From an optimization exercise on the open Yosys and OpenROAD flow, aimed at small area, a short achievable clock period and few clock cycles; shortcuts taken in it are not production practice. Only simulation tests tie the RTL to the original design; equivalence was not proved. Power is estimated from default activity; no workload was simulated.

## v20
Design seq_mult, start of the top module:
module seq_mult(d, done, clk, a, b, go, reset);
  output [63:0] d;
  output reg done;
  input clk;
  input [31:0] a, b;
  input go, reset;
  reg [31:0] m;               
  reg [31:0] q;               
  reg [31:0] hi;              
  reg [3:0] e1, e2, ng;      
  reg ngl;                    
  reg [33:0] s, c;           
  reg [7:0] slo;             
  reg [7:1] clo;             
  reg first;                  
  reg fa0;                    
  reg [2:0] cnt;
  function [11:0] benc(input [8:0] v);
    integer i;
    begin
      for (i = 0; i < 4; i = i + 1) begin
        benc[i] = v[2*i+1] ^ v[2*i];
        benc[4+i] = (v[2*i+2] & ~v[2*i+1] & ~v[2*i]) | (~v[2*i+2] & v[2*i+1] & v[2*i]);
        benc[8+i] = v[2*i+2];
      end
    end
  endfunction
  wire [11:0] enc_go = benc({a[8:1], 1'b0});
  wire [11:0] enc_nx = benc({q[16] & ~(cnt == 3'd2), q[15:8]});
  wire [9:0] lo = slo + {clo, 1'b0} + {ngl, 7'd0};
  wire [1:0] cy = lo[9:8] & {2{~first}};
  wire [33:0] si = {2'd0, m & {32{fa0}}} | s & {34{~first}};
  wire [33:0] ci = {first, 33'd0} | c & {34{~first}};
  wire [32:0] mx = {1'b0, m};
  wire [32:0] m2 = {m, 1'b0};
  wire [32:0] pp0 = (mx & {33{e1[0]}} | m2 & {33{e2[0]}}) ^ {33{ng[0]}};
  wire [32:0] pp1 = (mx & {33{e1[1]}} | m2 & {33{e2[1]}}) ^ {33{ng[1]}};
  wire [32:0] pp2 = (mx & {33{e1[2]}} | m2 & {33{e2[2]}}) ^ {33{ng[2]}};
  wire [32:0] pp3 = (mx & {33{e1[3]}} | m2 & {33{e2[3]}}) ^ {33{ng[3]}};
  wire hs1;
  wire hc2;
  wire hs3;
  wire hc4;
  wire fs5;
  wire fc6;
  wire hs7;
  wire hc8;
  wire fs9;
  wire fc10;
  wire fs11;
  wire fc12;
  wire fs13;
  wire fc14;
  wire fs15;
  wire fc16;
  wire fs17;
  wire fc18;
  wire fs19;
  wire fc20;
  wire fs21;
  wire fc22;
  wire fs23;
  wire fc24;
  wire fs25;
  wire fc26;
  wire fs27;
  wire fc28;
  wire fs29;
  wire fc30;
  wire fs31;
  wire fc32;
  wire fs33;
  wire fc34;
  wire fs35;
  wire fc36;
  wire fs37;
  wire fc38;
  wire fs39;
  wire fc40;
  wire fs41;
  wire fc42;
  ...
Settings: LEC_CHECK=0, CAP_MARGIN=20, CORE_MARGIN=2, CORE_UTILIZATION=40, PLACE_DENSITY=0.6, SETUP_SLACK_MARGIN=0.3, SLEW_MARGIN=20; clock period 3.3 ns.
standard.sh (not shown) runs the stock make flow with config.mk's settings and CLKGATE_MAP_FILE= SYNTH_SCRIPT=/design/flow/synth_recipe.tcl, a recipe that flattens the netlist after the stock synthesis.
==> flow/flow/run.sh <==
#!/bin/bash
# The standard layout (standard.sh: standard synthesis and ORFS flow),
# except that buffer_ports puts sky130_fd_sc_hd__buf_1 cells on the ports
# instead of the delay buffers it picks by itself.
set -euo pipefail
cd "$(dirname "$0")/.."
bash standard.sh "BUFFER_PORTS_ARGS=-buffer_cell sky130_fd_sc_hd__buf_1" finish > make_finish.log 2>&1
Testbench counts of v20, summed over its fixed seeds: cycles 14,408.
Inputs modified between v20 and v5:
# v20
export LEC_CHECK = 0
export CAP_MARGIN = 20
export CORE_MARGIN = 2
export CORE_UTILIZATION = 40
export PLACE_DENSITY = 0.6
export SETUP_SLACK_MARGIN = 0.3
export SLEW_MARGIN = 20
create_clock -name core_clock -period 3.3 [get_ports {clk}]
# v5
export LEC_CHECK = 0
export CAP_MARGIN = 20
export CORE_MARGIN = 2
export CORE_UTILIZATION = 60
export PLACE_DENSITY = 0.75
export SETUP_SLACK_MARGIN = 0.3
export SLEW_MARGIN = 20
create_clock -name core_clock -period 3.3 [get_ports {clk}]
==> flow/run.sh (new file) <==
#!/bin/bash
# synth_recipe.tcl (not shown) runs the flow's synth.tcl, then flattens the netlist and writes it again
# the make line also repeats each setting of config.mk as NAME=value (left out here)
make -C /OpenROAD-flow-scripts/flow DESIGN_CONFIG=/design/flow/config.mk WORK_HOME=/design/flow/orfs CLKGATE_MAP_FILE= SYNTH_SCRIPT=/design/flow/synth_recipe.tcl finish
removed: flow/flow/run.sh
removed: flow/standard.sh
Findings:
v5 reached the final stage; the timing, DRC and antenna checks on its layout passed.
Between v20 and v5, time the final worst path needs with I/O delays and setup is higher for v20, v5 comes in under that.
Going from v20 to v5, non-clock buffer count shrank by a few percent.
Diff v20 -> v5: fraction of power spent switching nets -0.47 points; routed wire length went down about 4%; maximum clock rate climbed 1.2%; share of total power in combinational logic has increased; routability-driven placement congestion ratio went up by 0.028.
Between v5 and v20, it is v5 whose standard-cell row count is lower, by 13.
For v5, the master of the slowest instance on the critical path was sky130_fd_sc_hd__o41ai_4, unlike v20, where it was sky130_fd_sc_hd__dfxtp_1.
Edits applied to the flow inputs when going from v5 to v22:
# v5
export LEC_CHECK = 0
export CAP_MARGIN = 20
export CORE_MARGIN = 2
export CORE_UTILIZATION = 60
export PLACE_DENSITY = 0.75
export SETUP_SLACK_MARGIN = 0.3
export SLEW_MARGIN = 20
create_clock -name core_clock -period 3.3 [get_ports {clk}]
# v22
export LEC_CHECK = 0
export CAP_MARGIN = 20
export CORE_MARGIN = 2
export CORE_UTILIZATION = 40
export PLACE_DENSITY = 0.6
export SETUP_SLACK_MARGIN = 0.3
export SLEW_MARGIN = 20
create_clock -name core_clock -period 3.3 [get_ports {clk}]
Results
Delta (v22 minus v5): sequential share of layout area saw a decrease; non-clock buffer count up about 2.5%; aggregate routed wire length moved up; setup slack rose by 0.031 ns. v22: no failed stages, no open violations at the end. v5 | status: complete | timing, DRC, antenna: pass. In v22, the met3 routed wirelength came out about 27% below the value in v5.
#### Input delta (v8 over v22)
# v22
export LEC_CHECK = 0
export CAP_MARGIN = 20
export CORE_MARGIN = 2
export CORE_UTILIZATION = 40
export PLACE_DENSITY = 0.6
export SETUP_SLACK_MARGIN = 0.3
export SLEW_MARGIN = 20
create_clock -name core_clock -period 3.3 [get_ports {clk}]
# v8
export LEC_CHECK = 0
export CAP_MARGIN = 20
export CORE_MARGIN = 2
export CORE_UTILIZATION = 40
export PLACE_DENSITY = 0.6
export SETUP_SLACK_MARGIN = 0.6
export SLEW_MARGIN = 20
create_clock -name core_clock -period 3.3 [get_ports {clk}]
--- outcome ---
- Compare v8 and v22 | total wire length after detailed routing higher: v8
- Final hold violation count came out exactly the same in v8 and v22.
- Lower final period utilization was reported by v8, not v22.
- Run comparison: v22 timing endpoint of the critical path hi[31]; v8 timing endpoint of the critical path c[14]
- Relative to v22, growth of design area from synthesis to finish has gone up in v8.
- Going from v22 to v8, die area flat, number of global-route vias before repair saw an increase, sequential share of layout area decreased by 1.9 points relative to the old numbers.
- Compared with v22, v8 shows total routed wire length on the met1 layer that has gone up by a little under 10%.
- Across both runs, fraction of area in non-clock buffers was higher for v8 than for v22.
- v22 -> v8: power density normalized to cell area decreased slightly

* * *

Another version of the RTL of seq_mult (not shown whole).
Size: roughly 1300 cells after synthesis, ~200 flip-flops, about 130 I/O pins, roughly 14000 um2 of cells after synthesis.
Settings: LEC_CHECK=0, CAP_MARGIN=20, CORE_MARGIN=2, CORE_UTILIZATION=40, CTS_BUF_LIST=sky130_fd_sc_hd__clkbuf_8, PLACE_DENSITY=0.72, SETUP_SLACK_MARGIN=0.45, SLEW_MARGIN=20; clock period 3.3 ns.
==> flow/flow/run.sh <==
#!/bin/bash
# The standard layout (standard.sh: standard synthesis and ORFS flow),
# except that buffer_ports puts sky130_fd_sc_hd__buf_2 cells on the ports
# instead of the delay buffers it picks by itself.
set -euo pipefail
cd "$(dirname "$0")/.."
bash standard.sh "BUFFER_PORTS_ARGS=-buffer_cell sky130_fd_sc_hd__buf_2" finish > make_finish.log 2>&1
The baseline produced a clean layout.
Testbench counts at the start, summed over its fixed seeds: cycles 14,408.
Change:
PLACE_DENSITY = 0.6   (was 0.72)
Result:
- The new run ran to the end with no violations
- count of clock-buffer cells in the layout goes down by 1
- sequential power hardly moves
- non-clock buffer count came out lower by 3
- routed wire length climbs by 2.1%
- global-route usage rises by 0.42 points
- worst hold slack stays flat
- register-to-register slack gains 0.02 ns
- cell area shrinks by 0.53%
- synthesized cell count stays the same

* * *

Starting RTL as in the previous note.
Settings: LEC_CHECK=0, CAP_MARGIN=20, CORE_MARGIN=2, CORE_UTILIZATION=50, PLACE_DENSITY=0.7, SETUP_SLACK_MARGIN=0.45, SLEW_MARGIN=20; clock period 3.3 ns.
Scripts as last shown in full above: flow/flow/run.sh
Testbench counts at the start, summed over its fixed seeds: cycles 14,408.
Change:
Settings changed: CAP_MARGIN 20 to 5, CORE_UTILIZATION 50 to 40, CTS_BUF_LIST set to sky130_fd_sc_hd__clkbuf_8, PLACE_DENSITY 0.7 to 0.6, SLEW_MARGIN 20 to 5.
Outcome:
- The changed run finished with timing, DRC and antenna clean
- fmax climbs by 2.5%
- synthesized cell count is unchanged
- cell count climbs by 4.4%
- cell area drops by 1.1%
- die area climbs by 24%
Change:
Settings changed: CAP_MARGIN 5 to 20, CTS_BUF_LIST sky130_fd_sc_hd__clkbuf_8 to unset, GPL_ROUTABILITY_DRIVEN set to 0, SLEW_MARGIN 5 to 20.
What happened: The new run completed with no timing, DRC or antenna violations; maximum frequency goes up by 0.54%; cell count barely changes; power goes up by 2.9%; design area goes up by 1.1%; routed wire length hardly moves; first-iteration DRC count goes up by 16%; clock-buffer cell count goes up by 2; global-route usage is about the same; setup slack improves by 0.015 ns; sequential power barely changes.
Change:
Settings changed: GPL_ROUTABILITY_DRIVEN 0 to unset.
After rerunning: The changed run completed without violations; first-iteration DRC count stays the same; count of clock-buffer cells in the layout stays the same; die area is unchanged; non-clock buffer count stays the same; hold slack stays the same.

* * *

## alpha
seq_mult again, from the RTL that the note above started with.
## seq_mult
module seq_mult(d, done, clk, a, b, go, reset);
  output [63:0] d;
  output reg done;
  input clk;
  input [31:0] a, b;
  input go, reset;
  reg [31:0] m;               
  reg [31:0] q;               
  reg [31:0] hi;              
  reg [3:0] e1, e2, ng;      
  reg ngl;                    
  reg [33:0] s, c;           
  reg [7:0] slo;             
  reg [7:1] clo;             
  reg first;                  
  reg fa0;                    
  reg [2:0] cnt;
  function [11:0] benc(input [8:0] v);
    integer i;
    begin
      for (i = 0; i < 4; i = i + 1) begin
        benc[i] = v[2*i+1] ^ v[2*i];
        benc[4+i] = (v[2*i+2] & ~v[2*i+1] & ~v[2*i]) | (~v[2*i+2] & v[2*i+1] & v[2*i]);
        benc[8+i] = v[2*i+2];
      end
    end
  endfunction
  wire [11:0] enc_go = benc({a[8:1], 1'b0});
  wire [11:0] enc_nx = benc({q[16] & ~(cnt == 3'd2), q[15:8]});
  wire [9:0] lo = slo + {clo, 1'b0} + {ngl, 7'd0};
  wire [1:0] cy = lo[9:8] & {2{~first}};
  wire [33:0] si = {2'd0, m & {32{fa0}}} | s & {34{~first}};
  wire [33:0] ci = {first, 33'd0} | c & {34{~first}};
  wire [32:0] mx = {1'b0, m};
  wire [32:0] m2 = {m, 1'b0};
  wire [32:0] pp0 = (mx & {33{e1[0]}} | m2 & {33{e2[0]}}) ^ {33{ng[0]}};
  wire [32:0] pp1 = (mx & {33{e1[1]}} | m2 & {33{e2[1]}}) ^ {33{ng[1]}};
  wire [32:0] pp2 = (mx & {33{e1[2]}} | m2 & {33{e2[2]}}) ^ {33{ng[2]}};
  wire [32:0] pp3 = (mx & {33{e1[3]}} | m2 & {33{e2[3]}}) ^ {33{ng[3]}};
  wire hs1;
  wire hc2;
  wire hs3;
  wire hc4;
  wire fs5;
  wire fc6;
  wire ft7;
  wire hs8;
  wire hc9;
  wire fs10;
  wire fc11;
  wire ft12;
  wire fs13;
  ...
==> flow/config.mk <==
export PLATFORM = sky130hd
export DESIGN_NAME = seq_mult
export DESIGN_NICKNAME = seq_mult
export VERILOG_FILES = /design/flow/design.v
export SDC_FILE = /design/flow/constraint.sdc
export NUM_CORES = 4
export LEC_CHECK = 0
export CAP_MARGIN = 20
export CORE_MARGIN = 2
export CORE_UTILIZATION = 40
export PLACE_DENSITY = 0.6
export SETUP_SLACK_MARGIN = 0.6
export SLEW_MARGIN = 20
==> flow/constraint.sdc <==
create_clock -name core_clock -period 3.3 [get_ports {clk}]
set_input_delay 0.6600 -clock core_clock [delete_from_list [all_inputs] [get_ports {clk}]]
set_output_delay 0.6600 -clock core_clock [all_outputs]
set_load 0.01 [all_outputs]
Scripts as last shown in full above: flow/flow/run.sh
Testbench counts of alpha, summed over its fixed seeds: cycles 14,408.
### alpha -> beta
Settings: putting CTS_BUF_LIST at sky130_fd_sc_hd__clkbuf_8 where nothing was set; swapping 0.6 for 0.45 in SETUP_SLACK_MARGIN.
==> flow/flow/run.sh <==
#!/bin/bash
# The standard layout (standard.sh: standard synthesis and ORFS flow),
# except that buffer_ports puts sky130_fd_sc_hd__buf_1 cells on the ports
# instead of the delay buffers it picks by itself.
set -euo pipefail
cd "$(dirname "$0")/.."
bash standard.sh "BUFFER_PORTS_ARGS=-buffer_cell sky130_fd_sc_hd__buf_1" finish > make_finish.log 2>&1
## What came out
- beta vs alpha — placer's final routability congestion estimate rose about 3.3%.
- Taking alpha over beta, the non-clock buffer count in the final layout ratio works out to 1.3.
- beta vs. alpha: fraction of power spent switching nets went up by 1.5 points.
- alpha → beta: quantity of hold-fixing buffers added after cts rose by 1; post-layout instance area fell by 6.0%; total number of vias fell by 3.2%; share of the clock period used by the worst path after layout rose by 0.94 points.
- Diff beta and alpha: sequential power higher in beta
- beta vs. alpha: area growth from synthesis to layout went down by 7.1 points.
- Against alpha, beta comes in 31 ps higher on final critical path time including I/O delays and setup.
- From alpha to beta, instance count on the critical path did not move at all.
Here is what was changed in the inputs of gamma compared with beta.
Settings: swapping sky130_fd_sc_hd__clkbuf_8 for sky130_fd_sc_hd__clkbuf_8 sky130_fd_sc_hd__clkbuf_16 in CTS_BUF_LIST.
==> flow/flow/run.sh <==
#!/bin/bash
# The standard layout (standard.sh: standard synthesis and ORFS flow),
# except that buffer_ports puts sky130_fd_sc_hd__buf_2 cells on the ports
# instead of the delay buffers it picks by itself.
set -euo pipefail
cd "$(dirname "$0")/.."
bash standard.sh "BUFFER_PORTS_ARGS=-buffer_cell sky130_fd_sc_hd__buf_2" finish > make_finish.log 2>&1
Results
- Taking beta as the reference, in gamma worst setup slack before clock tree synthesis now sits higher; maximum frequency moved up; cell depth of the worst setup path essentially unchanged; signed area change from the synthesized netlist to the final layout now sits higher.

* * *

Setup of run 1:
RTL: one of the versions met above, not the one the previous note started from.
For scale: ~1500 cells after synthesis, ~200 flip-flops.
Settings: LEC_CHECK=0, CAP_MARGIN=20, CORE_MARGIN=2, CORE_UTILIZATION=40, PLACE_DENSITY=0.6, SETUP_SLACK_MARGIN=1.0, SLEW_MARGIN=20; clock period 3.3 ns.
run.sh (not shown) runs the stock make flow with config.mk's settings and CLKGATE_MAP_FILE= SYNTH_SCRIPT=/design/flow/synth_recipe.tcl, a recipe that flattens the netlist after the stock synthesis.
Stock flow here: none of the scripts above is used.
Testbench counts of run 1, summed over its fixed seeds: cycles 14,408.
## Diff of input files: run 2 against run 1
Settings: a change of SETUP_SLACK_MARGIN from 1.0 to 0.3.
==> flow/flow/run.sh (new file) <==
#!/bin/bash
# The standard layout (standard.sh: standard synthesis and ORFS flow),
# except that buffer_ports puts sky130_fd_sc_hd__buf_2 cells on the ports
# instead of the delay buffers it picks by itself.
set -euo pipefail
cd "$(dirname "$0")/.."
bash standard.sh "BUFFER_PORTS_ARGS=-buffer_cell sky130_fd_sc_hd__buf_2" finish > make_finish.log 2>&1
==> flow/standard.sh (new file) <==
#!/bin/bash
# synth_recipe.tcl (not shown) runs the flow's synth.tcl, then flattens the netlist and writes it again
# the make line also repeats each setting of config.mk as NAME=value (left out here)
make -C /OpenROAD-flow-scripts/flow DESIGN_CONFIG=/design/flow/config.mk WORK_HOME=/design/flow/orfs CLKGATE_MAP_FILE= SYNTH_SCRIPT=/design/flow/synth_recipe.tcl "${@:-finish}"
removed: flow/run.sh
==> notes.md <==
In the final reports, the cell area of run 2 is smaller than that of run 1. Sort run 2 and run 1 by maximum frequency asc -> top: run 2. The via count of the first global-routing pass in run 1 is 1.09 times that in run 2. met3 layer wire length in the routed design went down by more than 10% going from run 1 to run 2. When run 2 is set beside run 1, its combinational fraction of design power turns out to be 5.3 points smaller. The setup slack of run 2 was inferior to that of run 1. Total power draw, run 2 and run 1: smaller value in run 2. Run comparison: run 1 worst setup path startpoint e2[0]$_DFF_P_; run 2 worst setup path startpoint slo[6]$_DFF_P_. Comparing run 2 and run 1, average routed wire per standard cell is lower on run 2. On clock skew, run 2 does worse than run 1. The lower synthesis-to-layout area growth came out of run 2.

-- what the ideal ports hide --
How much do the figures lean on ideal ports? The routed layouts below were timed once more, with nothing changed but the port constraints. Step 1 (the two cells are an assumption about what drives the block):
set clk [get_ports {clk}]
set_driving_cell -lib_cell sky130_fd_sc_hd__clkbuf_16 $clk
set_driving_cell -lib_cell sky130_fd_sc_hd__buf_2 [delete_from_list [all_inputs] $clk]
Step 2 moves the port delays by t, midway between the first and last clock arrival at a register: inputs arrive t later, outputs are due t later. That takes back most of the time a late clock gives input paths. Three values: ideal, step 1, step 2; two values: the first two.
run | shift t [ns] | setup WS [ns] | hold slack, ns | latest minus earliest clock arrival (ns) | worst data-port slew with drivers (ns)
v20 | 0.512 | 0.417 / 0.417 / 0.417 | 0.354 / 0.327 / 0.564 | 0.015 / 0.015 | 0.05
v5 | 0.488 | 0.450 / 0.450 / 0.450 | 0.338 / 0.308 / 0.565 | 0.023 / 0.024 | 0.09
v22 | 0.518 | 0.481 / 0.481 / 0.481 | 0.324 / 0.299 / 0.557 | 0.021 / 0.021 | 0.06
v8 | 0.510 | 0.552 / 0.552 / 0.552 | 0.321 / 0.296 / 0.557 | 0.016 / 0.015 | 0.08
the first run of note 2 | 0.532 | 0.415 / 0.415 / 0.415 | 0.334 / 0.306 / 0.565 | 0.018 / 0.018 | 0.06
the second run of note 2 | 0.533 | 0.438 / 0.438 / 0.438 | 0.332 / 0.312 / 0.565 | 0.015 / 0.014 | 0.05
the first run of note 3 | 0.493 | 0.366 / 0.366 / 0.366 | 0.032 / 0.002 / 0.495 | 0.010 / 0.010 | 0.04
the second run of note 3 | 0.533 | 0.438 / 0.438 / 0.438 | 0.332 / 0.312 / 0.565 | 0.015 / 0.014 | 0.05
the third run of note 3 | 0.498 | 0.454 / 0.454 / 0.454 | 0.028 / -0.003 / 0.495 | 0.012 / 0.011 | 0.05
the fourth run of note 3 | 0.498 | 0.454 / 0.454 / 0.454 | 0.028 / -0.003 / 0.495 | 0.012 / 0.011 | 0.05
alpha | 0.495 | 0.398 / 0.398 / 0.398 | 0.024 / -0.004 / 0.491 | 0.013 / 0.012 | 0.05
beta | 0.534 | 0.367 / 0.367 / 0.367 | 0.318 / 0.304 / 0.571 | 0.019 / 0.019 | 0.05
gamma | 0.497 | 0.456 / 0.456 / 0.456 | 0.027 / -0.004 / 0.494 | 0.011 / 0.011 | 0.05
run 1 | 0.516 | 0.645 / 0.645 / 0.645 | 0.316 / 0.285 / 0.556 | 0.020 / 0.019 | 0.07
run 2 | 0.514 | 0.477 / 0.477 / 0.477 | 0.355 / 0.326 / 0.556 | 0.021 / 0.022 | 0.05
After both steps setup and hold are still met in every run listed.
